Source: an optimization exercise on an open RTL-to-GDS flow (aim: small area). Production flows keep margins and buffers that such runs may drop. The flow treats the clock pin as an ideal source, which a real chip does not have. Power and IR drop assume default switching activity.

==> build 86: inputs <==
Design Top, start of the top module:
module Top(
    input i_Clk, i_Rst,
    input [3:0] i_Keyboard,
    output [6:0] o_FND0, o_FND1, o_FND2,
    output [7:0] o_Red, o_Green, o_Blue,
    output o_Clk, o_blank, o_hsync, o_vsync,
    output [1:0] o_LED0,
    output [3:0] o_LED1,
    output [3:0] o_LED2);
localparam [12:0]
    START_WALLS_1 = 13'b0110100001111,
    START_WALLS_2 = 13'b0110000001111,
    START_WALLS_3 = 13'b0111000001111;
    localparam
        IDLE     = 2'b00,
        RUNNING  = 2'b01,
        MOVE     = 2'b10,
        LV_CHECK = 2'b11;
    localparam
        LV_IDLE = 2'd1,
        LV_1    = 2'd2,
        LV_2    = 2'd3,
        LV_3    = 2'd0;
    localparam
        LEFT  = 2'b00,
        UP    = 2'b01,
        DOWN  = 2'b10,
        RIGHT = 2'b11;
    reg [1:0] c_State;
    reg [1:0] c_Level;           
    reg       c_Lag;             
    reg [5:0] c_PlayerPos_X;     
    reg [4:0] c_PlayerPos_Y;     
    reg [1:0] c_NextDirection;
    reg       c_NeedMove;
    reg wC, wL, wU, wD, wR, wLL, wUU, wDD, wRR, wUL, wUR, wDL, wDR;
    wire [3:0] Key_o_Direction;
    wire       Key_o_fOut;
  ...
Settings: LEC_CHECK=0, CAP_MARGIN=20, CORE_MARGIN=2, CORE_UTILIZATION=65, SLEW_MARGIN=20; clock period 20.0 ns.
standard.sh (not shown) runs the stock make flow with config.mk's settings and CLKGATE_MAP_FILE= SYNTH_SCRIPT=/design/flow/synth_recipe.tcl, a recipe that flattens the netlist after the stock synthesis.
==> flow/flow/run.sh <==
#!/bin/bash
# Layout flow: the standard ORFS flow (standard.sh), changed only in how
# cells are chosen:
#  - synthesis is the standard flow's script (synth_recipe.tcl's steps, same registers),
#    except that ABC maps the logic with an area-oriented script (abc.script)
#    and adders are left to ABC instead of full/half-adder cells;
#    pass-through wires get buf_1 instead of buf_4
#  - ports are buffered with buf_1
#  - clock tree: clkbuf_8 buffers, no dummy loads
# Every tool writes its full log under orfs/logs; make's output is in flow.log.
set -euo pipefail
F=$(cd "$(dirname "${BASH_SOURCE[0]}")" && pwd)
export MY_ABC_SCRIPT=$F/abc.script
bash standard.sh \
  SYNTH_SCRIPT=$F/synth.tcl \
  ADDER_MAP_FILE= \
  "MIN_BUF_CELL_AND_PORTS=sky130_fd_sc_hd__buf_1 A X" \
  "BUFFER_PORTS_ARGS=-buffer_cell sky130_fd_sc_hd__buf_1" \
  "CTS_ARGS=-sink_clustering_enable -repair_clock_nets -buf_list sky130_fd_sc_hd__clkbuf_8 -dont_use_dummy_load" \
  finish > flow.log 2>&1
==> flow/flow/abc.script <==
strash
&get -n
&deepsyn -T 120
&dch -f
&nf -p -R 1000 -C 32 -F 8 -A 8
&put
topo
==> flow/flow/synth.tcl <==
# synth_recipe.tcl with one change: the abc call uses $MY_ABC_SCRIPT.
proc synth {args} { yosys synth -nofsm -noshare {*}$args }
proc abc {args} {
  set i [lsearch -exact $args -script]
  if { $i >= 0 } { set args [lreplace $args [expr {$i + 1}] [expr {$i + 1}] $::env(MY_ABC_SCRIPT)] }
  yosys abc {*}$args
}
source $::env(SCRIPTS_DIR)/synth.tcl
# left out here: clear keep_hierarchy, flatten, clean up, hide names made inside functions, write 1_2_yosys.v
==> inputs of build 64, as changes to build 86 <==
--- a/flow/flow/run.sh
+++ b/flow/flow/run.sh
@@ -6,15 +6,17 @@
 #    and adders are left to ABC instead of full/half-adder cells;
 #    pass-through wires get buf_1 instead of buf_4
 #  - ports are buffered with buf_1
-#  - clock tree: clkbuf_8 buffers, no dummy loads
+#  - clock tree: built by cts_pre.tcl (root + leaf clkbuf_8 buffers)
 # Every tool writes its full log under orfs/logs; make's output is in flow.log.
 set -euo pipefail
 F=$(cd "$(dirname "${BASH_SOURCE[0]}")" && pwd)
 export MY_ABC_SCRIPT=$F/abc.script
+export MANUAL_CTS_NLEAF=8
 bash standard.sh \
   SYNTH_SCRIPT=$F/synth.tcl \
   ADDER_MAP_FILE= \
   "MIN_BUF_CELL_AND_PORTS=sky130_fd_sc_hd__buf_1 A X" \
   "BUFFER_PORTS_ARGS=-buffer_cell sky130_fd_sc_hd__buf_1" \
-  "CTS_ARGS=-sink_clustering_enable -repair_clock_nets -buf_list sky130_fd_sc_hd__clkbuf_8 -dont_use_dummy_load" \
+  PRE_CTS_TCL=$F/cts_pre.tcl \
+  "CTS_ARGS=-buf_list sky130_fd_sc_hd__clkbuf_8 -dont_use_dummy_load -clk_nets i_Clk" \
   finish > flow.log 2>&1
==> flow/flow/cts_pre.tcl (new file) <==
# Hand-built two-level clock tree (ORFS PRE_CTS hook): a root clkbuf_8 fed by
# the clock port drives NLEAF clkbuf_8 leaf buffers, each placed at the centre
# of a cluster of flip-flops (k-means on their positions). CTS then skips the
# clock net (CTS_ARGS -clk_nets i_Clk), and the flow goes on as usual
# (detailed placement, timing repair).
source [file join [file dirname [info script]] manual_cts_lib.tcl]
manual_clock_tree i_Clk $::env(MANUAL_CTS_NLEAF) sky130_fd_sc_hd__clkbuf_8 sky130_fd_sc_hd__clkbuf_8
==> flow/flow/manual_cts_lib.tcl (new file) <==
# Build a two-level clock tree by hand: root buffer at the sinks' centre,
# driving NLEAF leaf buffers, each at the centre of a cluster of flip-flops.
proc manual_clock_tree { clk_port_net nleaf leaf_master root_master } {
  set block [ord::get_db_block]
  set db [ord::get_db]
  set clk [$block findNet $clk_port_net]
  set sinks {}
  foreach it [$clk getITerms] {
    lappend sinks $it
  }
  # positions
  set pts {}
  foreach it $sinks {
    set b [[$it getInst] getBBox]
    lappend pts [list [expr {([$b xMin]+[$b xMax])/2}] [expr {([$b yMin]+[$b yMax])/2}]]
  }
  set n [llength $sinks]
  # k-means init: sort by x then y slices
  set idx [lsort -integer -increasing -command {apply {{a b} {expr {0}}}} {}]
  set cents {}
  set order [lsort -real -index 0 [lmap p $pts i [lrange [lsearch -all $pts *] 0 end] {list [lindex $p 0] $i}]]
  for {set k 0} {$k < $nleaf} {incr k} {
    set i [lindex [lindex $order [expr {int(($k + 0.5) * $n / $nleaf)}]] 1]
    lappend cents [lindex $pts $i]
  }
  for {set iter 0} {$iter < 30} {incr iter} {
    set asg {}
    foreach p $pts {
      set best 0; set bd 1e30
      for {set k 0} {$k < $nleaf} {incr k} {
        set c [lindex $cents $k]
        set d [expr {abs([lindex $p 0]-[lindex $c 0]) + abs([lindex $p 1]-[lindex $c 1])}]
        if {$d < $bd} {set bd $d; set best $k}
      }
      lappend asg $best
    }
    set nc {}
    for {set k 0} {$k < $nleaf} {incr k} {
      set sx 0; set sy 0; set cnt 0
      foreach p $pts a $asg { if {$a == $k} { set sx [expr {$sx+[lindex $p 0]}]; set sy [expr {$sy+[lindex $p 1]}]; incr cnt } }
      if {$cnt > 0} { lappend nc [list [expr {$sx/$cnt}] [expr {$sy/$cnt}]] } else { lappend nc [lindex $cents $k] }
    }
    set cents $nc
  }
  set lm [$db findMaster $leaf_master]
  set rm [$db findMaster $root_master]
  set rnet [odb::dbNet_create $block clk_root]
  $rnet setSigType CLOCK
  set rx 0; set ry 0
  for {set k 0} {$k < $nleaf} {incr k} {
    set c [lindex $cents $k]
    set rx [expr {$rx + [lindex $c 0]}]; set ry [expr {$ry + [lindex $c 1]}]
    set inst [odb::dbInst_create $block $lm clkleaf_$k]
    set net [odb::dbNet_create $block clk_leaf_$k]
    $net setSigType CLOCK
    [$inst findITerm A] connect $rnet
    [$inst findITerm X] connect $net
    $inst setLocation [expr {int([lindex $c 0])}] [expr {int([lindex $c 1])}]
    $inst setPlacementStatus PLACED
    foreach it $sinks a $asg {
      if {$a == $k} { $it disconnect; $it connect $net }
    }
  }
  set root [odb::dbInst_create $block $rm clkroot]
  [$root findITerm A] connect $clk
  [$root findITerm X] connect $rnet
  $root setLocation [expr {int($rx/$nleaf)}] [expr {int($ry/$nleaf)}]
  $root setPlacementStatus PLACED
}
--- a/flow/config.mk
+++ b/flow/config.mk
@@ -7,5 +7,5 @@
 export LEC_CHECK = 0
 export CAP_MARGIN = 20
 export CORE_MARGIN = 2
-export CORE_UTILIZATION = 65
+export CORE_UTILIZATION = 40
 export SLEW_MARGIN = 20
==> summary of the runs <==
Build 64 finished with timing, DRC and antenna clean. Build 86 finished with timing, DRC and antenna clean.
In build 86 the sequential share of layout area is higher than in build 64, by 0.055 points.
In build 64 the fmax is higher than in build 86, by about 0.4%.
In build 64 the combinational power is lower than in build 86, by about 1%.
Hold slack is about the same in build 64 and build 86.
Against build 64, the clock skew of build 86 is higher by 0.0060 ns.
Against build 64, the first-iteration DRC count of build 86 is higher by 58%.
Against build 64, the total power of build 86 is larger by 8.9%.
Critical path depth is the same in build 64 and build 86.
Flip-flop and latch count is the same in build 86 and build 64.
Function was not checked in any run of this note: the RTL went through the layout flow alone.

afterwards: timing with drivers on the ports:
How much do the figures lean on ideal ports? The routed layouts below were timed once more, with nothing changed but the port constraints.
Step 1 (the two cells are an assumption about what drives the block):
set clk [get_ports {i_Clk}]
set_driving_cell -lib_cell sky130_fd_sc_hd__clkbuf_16 $clk
set_driving_cell -lib_cell sky130_fd_sc_hd__buf_2 [delete_from_list [all_inputs] $clk]
Step 2 also shifts input and output timing later by t, the mid clock arrival at the registers, as if the neighbouring blocks saw the same clock.
Slacks: ideal ports / drivers / drivers and shift; pairs: ideal ports / drivers.
run	shift t [ns]	setup WS [ns]	hold slack, ns	slew at the worst register clock pin (ns)	worst slew at a driven data input, ns
build 86	0.485	11.050 / 11.008 / 11.493	0.461 / 0.461 / 0.461	0.08 / 0.08	0.04
build 64	0.428	11.087 / 11.051 / 11.479	0.461 / 0.461 / 0.461	0.10 / 0.10	0.03
After both steps every run listed still meets setup and hold.
